Background: an optimization exercise with open tools, aiming at small area and a short achievable clock period. Do not read the settings as production practice. The RTL was checked by simulation tests, not by an equivalence proof against the original design. Power and IR drop assume default switching activity.

## flow/design.v (module list and top-level ports; edited modules follow where they fit)
// module SingleCycleProcessor: 100 lines
// module controlunit: 58 lines
// module controlsel: 33 lines
// module dec2q: 6 lines
// module and3s: 5 lines
// module selb2: 5 lines
// module dec2: 5 lines
// module aor16: 9 lines
// module sel2x32: 6 lines
// module ao21x32: 6 lines
// module sel4x32: 6 lines
// module aor17: 11 lines
// module extend: 14 lines
// module alu: 29 lines
// module ksadd: 662 lines
// module pcinc: 277 lines
// module c_inv: 1 lines
// module c_nand2: 1 lines
// module c_nor2: 1 lines
// module c_aoi21: 1 lines
// module c_oai21: 1 lines
// module c_xor2: 1 lines
// module c_xnor2: 1 lines
// module aor8: 7 lines
// module msel: 11 lines
// module carry2: 5 lines
// module dec3: 10 lines
// module rot1: 6 lines
// module xbar8: 14 lines
module  SingleCycleProcessor(DBtheRegVal, PC, DBtheReg, Instr, clk, reset);
  // ...
==> flow/flow/run.sh <==
#!/bin/bash
# The standard layout (standard.sh) with these changes:
#  - plain buffers (sky130_fd_sc_hd__buf_2) on the ports instead of the
#    resizer's default choice (a delay cell);
#  - clock tree synthesis without dummy loads, with clkbuf_8 buffers and
#    sink clusters of up to 20 registers within 40 um (the clock-pin slew
#    stays near 100 ps and the insertion delay near the standard tree's).
# The full output of the flow goes to standard_flow.log (ORFS's own per-step
# logs are under orfs/logs).
set -o pipefail
export BUFFER_PORTS_ARGS="-buffer_cell sky130_fd_sc_hd__buf_2"
export CTS_ARGS="-sink_clustering_enable -repair_clock_nets -dont_use_dummy_load -buf_list sky130_fd_sc_hd__clkbuf_8 -sink_clustering_size 20 -sink_clustering_max_diameter 40"
bash standard.sh > standard_flow.log 2>&1
==> flow/standard.sh <==
#!/bin/bash
# synth_recipe.tcl (not shown) runs the flow's synth.tcl, then flattens the netlist and writes it again
# the make line also repeats each setting of config.mk as NAME=value (left out here)
make -C /OpenROAD-flow-scripts/flow DESIGN_CONFIG=/design/flow/config.mk WORK_HOME=/design/flow/orfs CLKGATE_MAP_FILE= SYNTH_SCRIPT=/design/flow/synth_recipe.tcl "${@:-finish}"
==> flow/config.mk <==
export PLATFORM = sky130hd
export DESIGN_NAME = SingleCycleProcessor
export DESIGN_NICKNAME = SingleCycleProcessor
export VERILOG_FILES = /design/flow/design.v
export SDC_FILE = /design/flow/constraint.sdc
export NUM_CORES = 4
export LEC_CHECK = 0
export CAP_MARGIN = 20
export CORE_MARGIN = 2
export CORE_UTILIZATION = 50
export SETUP_SLACK_MARGIN = 4.2
export SLEW_MARGIN = 20
export SYNTH_HIERARCHICAL = 1
export TNS_END_PERCENT = 0
==> flow/constraint.sdc <==
create_clock -name core_clock -period 10.0 [get_ports {clk}]
set_input_delay 2.0000 -clock core_clock [delete_from_list [all_inputs] [get_ports {clk}]]
set_output_delay 2.0000 -clock core_clock [all_outputs]
set_load 0.01 [all_outputs]
==> impl_metrics.ini, run 1 <==
[worst_setup_path]
r2r_slack_ns = 4.68
critical_path_class = input port to register
timing.rr.start = PC[3]$_DFF_PP0_
r2r-end = rf[10][29]$_DFFE_PP_
critical_path.max_fanout = 19
path_buf_inv = 5
ff2ff_path_depth = 16
cp.required_ns = 10.52
cp_slowest_cell = a22o_4
crit_start = Instr[26]

[grt]
use_met2_pct = 66.7
grt_antenna_before_repair = 4
grt_start_max_net_pins = 66
busiest_layer = met2
grtUsageMet1_pct = 55.7
grt_pass1_wl_um = 270000

[power_and_ir_drop]
power_density_nw_per_um2 = 191
ir_drop_v = 0.000122
p_leak_uw = 0.0168
combPwrFrac_pct = 33.1
p_seq_uw = 4170
p_int_uw = 5900
finalPower_uw = 9300
pg_clk_uw = 2060
comb-power_uw = 3070

[placed_design]
port_buffers = 101
gp_congestion = 1.03

[hold_path]
whs_path_depth = 1

[clock_network]
cts_sinks = 787
clockRootBuffer = clkbuf_8
htree_levels = 3

[final_layout]
buffers = 338
mostFrequentLayoutCells = edfxtp_1, a22oi_1, a22o_1
dominant-cell-class = registers

[timing]
clock_skew_ns = 0.110
period_share_pct = 60.4
worstMarginPinSlew_ns = 1.09
finalHoldViolCount = 0

[routing]
wl_per_cell_um = 43.0
top_layer = met4

[die]
die_y_um = 296
rows = 107
core_area_um2 = 84700

[outcome]
status = finished clean

[synthesis]
synthCells = 3473
==> run 2, diff against run 1 <==
--- a/flow/config.mk
+++ b/flow/config.mk
@@ -9,5 +9,5 @@
 export CORE_MARGIN = 2
 export CORE_UTILIZATION = 50
-export SETUP_SLACK_MARGIN = 4.2
+export SETUP_SLACK_MARGIN = 3.5
 export SLEW_MARGIN = 20
 export SYNTH_HIERARCHICAL = 1
==> impl_metrics.ini, run 2 <==
[timing]
clock_skew_ns = 0.171
period_share_pct = 67.3
worst_slack_ns = 3.27
finalSetupViolCount = 0
worstMarginPinSlew_ns = 1.39
rsz0062_at_grt = true
fmax_mhz = 149
slew_headroom_pct = 7.12
fin_crit_ns = 6.73
setup_tns_ns = 0
whs_ns = 0.542
finalHoldViolCount = 0
finalMaxSlewViolations = 0

[placed_design]
place_area_um2 = 43800
port_buffers = 101
post-dp-hpwl_um = 121000
dpl_worst_slack_ns = 1.64
gp_congestion = 1.09

[routing]
top_layer = met5
wl_per_cell_um = 41.5
drt_wl_total_um = 196000
wl_met2_um = 80800
drc = 0
drt-met1-wl_um = 66300
vias_per_cell = 7.99
first_iter_violations = 7653
num_vias = 37800
ant_nets = 0
wl_met3_um = 31400
drt_pre_antenna_iters = 13

[final_layout]
reg.largest.list = rf (480), mem (256), PC (32)
nFillCells = 7152
area_growth_pct = 8.64
drive_above_1_share_pct = 19.0
final_net_count = 3654
largest_reg_flops = 480
mostFrequentLayoutCells = edfxtp_1, a22oi_1, a22o_1
final_common_cell = edfxtp_1
final_cell_area_um2 = 46300
top_register = rf

[clock_network]
cts_sinks = 787
clk_latency_ns = 0.81
htree_levels = 3
clkTransAtPathRegs_ns = 0.06
clock_path_buffers = 3
clockRootBuffer = clkbuf_8
cts_buffers = 105
tritoncts = yes

[die]
die_w_um = 296
io_pins = 102
die-area_um2 = 87600
core_area_um2 = 84700
initial_core_util_pct = 50.3
die_y_um = 296
rows = 107

[synthesis]
synth.avg_cell_area_um2 = 12.3
yosysWarnings = 14
synth_nets = 3543
synthCells = 3473
syn_area_um2 = 42600

[worst_setup_path]
critPathLaunchType = input port
cp.required_ns = 10.41
critical_path.max_fanout = 24
critical_path_class = input port to register
critical_path_arrival_ns = 7.14
cp-end-kind = register
ff2ff_path_depth = 18

[flow_run]
max-cap-violations = 0

[grt]
grt_pass1_wl_um = 268000
grt_overflow_total = 0
grt_antenna_before_repair = 5
grt_start_max_net_pins = 54
grt_pass1_vias = 35900
grt_usage_pct = 43.8

[power_and_ir_drop]
power_density_nw_per_um2 = 192
p_leak_uw = 0.0160
finalPower_uw = 8890
ir_drop_v = 0.000113

[hold_path]
hold_class = register to register
whs_path_depth = 1

[outcome]
status = finished clean
-- run 2: cell type report --
class / instances / area, µm² / area share, %
repair buffers: 250 / 1770 / 3.83
diodes: 6 / 15.0 / 0.0324
well taps: 1144 / 1430 / 3.09
clock buffers: 105 / 1450 / 3.12
flip-flops and latches: 787 / 23400 / 50.5
inverters: 52 / 195 / 0.422
multi-input cells: 2388 / 18000 / 39.0
-- run 2: worst paths after layout --
| check | startpoint | end | slack [ns] |
|---|---|---|---|
| hold reg to reg | vld[2]$_DFF_PP0_ | vld[2]$_DFF_PP0_ | 0.54 |
| setup / recovery | Instr[26] | rf[12][11]$_DFFE_PP_ | 3.27 |
| hold / removal | vld[2]$_DFF_PP0_ | vld[2]$_DFF_PP0_ | 0.54 |
| min in group asynchronous | reset | vld[6]$_DFF_PP0_ | 1.46 |
| max in group asynchronous | reset | PC[21]$_DFF_PP0_ | 7.90 |
| setup reg to reg | PC[3]$_DFF_PP0_ | rf[0][16]$_DFFE_PP_ | 3.64 |
-- run 2: worst max-delay path: stages --
cell	delay, ns
buf_2	0.17
inv_1	0.08
nor2_1	0.31
and3b_1	0.32
a22oi_1	0.15
nor2b_4	0.39
buf_6	0.45
a22o_1	0.21
a221oi_2	0.04
and3_1	0.19
nand3_2	0.28
xor2_1	0.36
nor2_1	0.14
nor2_1	0.28
nand2_1	0.18
o21ai_1	0.48
a21oi_2	0.16
xnor2_1	0.30
a21o_1	0.61
-- run 2: power by group --
part | internal [µW] | total, µW | switching (µW)
clock | 918 | 2030 | 1110
combinational | 775 | 2700 | 1920
sequential | 3990 | 4170 | 181
-- run 2: routing by layer --
| metal | GRT usage, % | vias to the layer above |
|---|---|---|
| met1 | 53.6 | 18300 |
| met5 | 0.499 | - |
| met2 | 63.0 | 3794 |
| li1 | - | 14600 |
| met3 | 17.7 | 1151 |
| met4 | 30.9 | 8 |
-- run 2: timing repair --
item | CTS | global route
pin swaps | 5 | 5
gates cloned | 6 | 0
setup endpoints to repair | 761 | 757
gates resized for setup | 33 | 61
setup buffers | 37 | 13
hold buffers | 0 | 0
-- run 2: stage by stage --
| step | cells | util [%] |
|---|---|---|
| floorplan | 3473 | - |
| CTS | 4713 | 54.1 |
| detailed placement | 4565 | 51.7 |
| finish | 4732 | 54.6 |
| global placement | 4565 | 51.7 |
| global route | 4727 | 54.6 |
==> run 3, diff against run 2 <==
==> flow/flow/run.sh (replaced) <==
#!/bin/bash
# The standard layout (standard.sh) with these changes:
#  - plain buffers (sky130_fd_sc_hd__buf_2) on the ports instead of the
#    resizer's default choice (a delay cell);
#  - clock tree synthesis without dummy loads, with clkbuf_8 buffers and
#    sink clusters of up to 20 registers within 45 um (the clock-pin slew
#    stays near 110 ps and the insertion delay near the standard tree's).
# The full output of the flow goes to standard_flow.log (ORFS's own per-step
# logs are under orfs/logs).
set -o pipefail
export BUFFER_PORTS_ARGS="-buffer_cell sky130_fd_sc_hd__buf_2"
export CTS_ARGS="-sink_clustering_enable -repair_clock_nets -dont_use_dummy_load -buf_list sky130_fd_sc_hd__clkbuf_8 -sink_clustering_size 20 -sink_clustering_max_diameter 45"
bash standard.sh > standard_flow.log 2>&1
--- a/flow/config.mk
+++ b/flow/config.mk
@@ -9,5 +9,5 @@
 export CORE_MARGIN = 2
 export CORE_UTILIZATION = 50
-export SETUP_SLACK_MARGIN = 3.5
+export SETUP_SLACK_MARGIN = 5
 export SLEW_MARGIN = 20
 export SYNTH_HIERARCHICAL = 1
==> impl_metrics.ini, run 3 <==
[power_and_ir_drop]
pwr-share-seq_pct = 45.5
power_density_nw_per_um2 = 186
swShare_pct = 37.0
combPwrFrac_pct = 33.5
ir_drop_v = 0.000138
power.switching_uw = 3410
p_int_uw = 5800
pwr-share-clk_pct = 21.0
p_leak_uw = 0.0171

[hold_path]
hold_class = register to register

[die]
initial_core_util_pct = 50.3
io_pins = 102
die-area_um2 = 87600
die_w_um = 296
core_area_um2 = 84700
die_y_um = 296
rows = 107

[grt]
grt_antenna_before_repair = 23
grt_pass1_wl_um = 285000
grt_overflow_total = 0
grt_start_max_net_pins = 54
grt_pass1_vias = 37100
grt_usage_pct = 47.2

[routing]
num_vias = 39600
ant_nets = 0
first_iter_violations = 8154
drc = 0
vias_per_cell = 8.17
drt_wl_total_um = 215000
drt_pre_antenna_iters = 11
wl_per_cell_um = 44.2

[worst_setup_path]
cp-end-kind = register
critical_path_arrival_ns = 6.41
cp.required_ns = 10.43
critPathLaunchType = input port
r2r_slack_ns = 4.80
cp_slowest_cell = nor2b_2
critical_path_class = input port to register
max_stage_delay_ns = 0.61
critical_path.max_fanout = 22
cp_cell_sequence = buf_2 -> nor2b_2 -> and3_4 -> buf_4 -> a221oi_1 -> nand4_1 -> nor2_2 -> nor2_2 -> nand2_1 -> nor2_1 -> nand2_1 -> o21ai_4 -> xor2_4 -> buf_4 -> a21o_4

[timing]
finalHoldViolCount = 0
finalSetupViolCount = 0
worstMarginPinSlew_ns = 1.08
fin_crit_ns = 5.98
rsz0062_at_grt = true
fmax_mhz = 167
finalMaxSlewViolations = 0
period_share_pct = 59.8
slew_headroom_pct = 27.7
setup_tns_ns = 0
clock_skew_ns = 0.134

[clock_network]
clock_path_buffers = 3
clockRootBuffer = clkbuf_8
cts_sinks = 787
clkTransAtPathRegs_ns = 0.06
tritoncts = yes
clk_latency_ns = 0.78
cts_buffers = 93
htree_levels = 3

[final_layout]
largest_reg_flops = 480
final_common_cell = edfxtp_1
reg.largest.list = rf (480), mem (256), PC (32)
top_register = rf
drive_above_1_share_pct = 27.2
final_net_count = 3770
final_cell_area_um2 = 49600
area_growth_pct = 16.4
mostFrequentLayoutCells = edfxtp_1, a22oi_1, a22o_1
stdcell_count = 4853
final_util_pct = 58.5

[placed_design]
place_area_um2 = 44200
post-dp-hpwl_um = 124000
port_buffers = 101
dp.cells = 4556
gp_congestion = 1.10

[synthesis]
synthCells = 3473
yosysWarnings = 14
synth_nets = 3543
syn_area_um2 = 42600
synth.avg_cell_area_um2 = 12.3

[outcome]
status = finished clean

[flow_run]
max-cap-violations = 0
[run 3: cell types whose count changed in the layout (fill, tap and decap cells not counted), moves of 19 or more]
cell      delta
nor2_1      -40
buf_6       +22
xor2_1      -24
nor2_2      +35
and3_4      +19
a221oi_1    -66
a21o_1      -19
a21o_4      +29
nand3_4     +23
buf_12      +25
a221oi_2    +66
buf_4       +63
o21ai_1     -23
nand3_2     -20
[run 3: layout make-up]
class / count / area (µm²)
Inverter: 52 / 195
Clock buffer: 93 / 1280
Timing Repair Buffer: 371 / 3380
Sequential cell: 787 / 23400
Tap cell: 1144 / 1430
Fill cell: 6882 / 35100
Antenna cell: 11 / 27.5
Multi-Input combinational cell: 2395 / 19900
[run 3: worst paths after layout]
kind | cells past startpoint | to | start
min in group asynchronous | 3 | PC[3]$_DFF_PP0_ | reset
worst max register to register | 17 | Z$_DFFE_PP_ | PC[9]$_DFF_PP0_
worst min-delay path | 1 | vld[3]$_DFF_PP0_ | vld[3]$_DFF_PP0_
worst max-delay path | 15 | rf[0][18]$_DFFE_PP_ | Instr[19]
max in group asynchronous | 3 | PC[31]$_DFF_PP0_ | reset
worst min register to register | 1 | vld[3]$_DFF_PP0_ | vld[3]$_DFF_PP0_
[run 3: critical path, delay by kind of cell]
kind | cells | cell delay, ns
AOI/OAI and AO/OA | 3 | 0.82
xor gates and xnor gates | 1 | 0.11
buffers and inverters | 3 | 0.87
and+or+nand+nor | 8 | 2.55
[run 3: routing by layer]
| metal | GRT usage (%) | vias up | share of wire [%] |
|---|---|---|---|
| li1 | - | 14800 | - |
| met1 | 56.7 | 19200 | 33 |
| met2 | 68.3 | 4253 | 42 |
| met3 | 19.3 | 1335 | 16 |
| met4 | 33.5 | 8 | 9.0 |
| met5 | 3.16 | - | 0.024 |
[run 3: power by group through the flow]
stage,combinational [µW],sequential [µW],clock [µW]
floorplan,1540,4150,0
global placement,2510,4220,0
detailed placement,2550,4220,0
CTS,2790,4170,1930
global route,3150,4190,2050
finish,3080,4190,1940
[run 3: metrics by stage]
| stage | setup slack, ns | hold WS (ns) | power (µW) |
|---|---|---|---|
| after floorplan | 4.46 | 0.465 | 5690 |
| after global placement | 2.35 | 0.541 | 6730 |
| after detailed placement | 2.28 | 0.537 | 6770 |
| after CTS | 4.29 | 0.582 | 8890 |
| after global routing | 4.14 | 0.618 | 9390 |
| final | 4.02 | 0.594 | 9220 |
[run 3: what timing repair did]
| item | CTS | global route |
|---|---|---|
| setup buffers | 113 | 56 |
| gates cloned | 20 | 4 |
| endpoints found under the setup margin | 1115 | 1271 |
| hold buffers | 0 | 0 |
| pin swaps | 67 | 63 |
| gates resized for setup | 269 | 131 |

[what the ideal ports hide]
In the flow no input, the clock included, has a driving cell. The finished layouts below were timed again as built, in two steps. Step 1 sets driving cells, clkbuf_16 on the clock port and buf_2 on the other inputs (assumed; they add their load-dependent delay and slew). Step 2 moves the port delays by t, midway between the first and last clock arrival at a register: inputs arrive t later, outputs are due t later. That takes back most of the time a late clock gives input paths. Slacks: no drivers / after step 1 / after step 2; pairs: no drivers / after step 1.
run | shift t [ns] | slack for setup (ns) | worst hold slack (ns) | worst setup path at the end | slew at the worst register clock pin (ns)
run 1 | 0.808 | 3.958 / 3.941 / 3.196 | 0.566 / 0.566 / 0.566 | input to register | 0.09 / 0.09
run 2 | 0.798 | 3.275 / 3.317 / 2.519 | 0.542 / 0.542 / 0.542 | input to register | 0.10 / 0.10
run 3 | 0.783 | 4.024 / 4.031 / 3.278 | 0.594 / 0.594 / 0.594 | input to register | 0.12 / 0.12
After both steps every run listed still meets setup and hold. For run 1, which loses most, drivers alone change the setup slack by -0.017 ns; drivers and shift together by -0.762 ns.
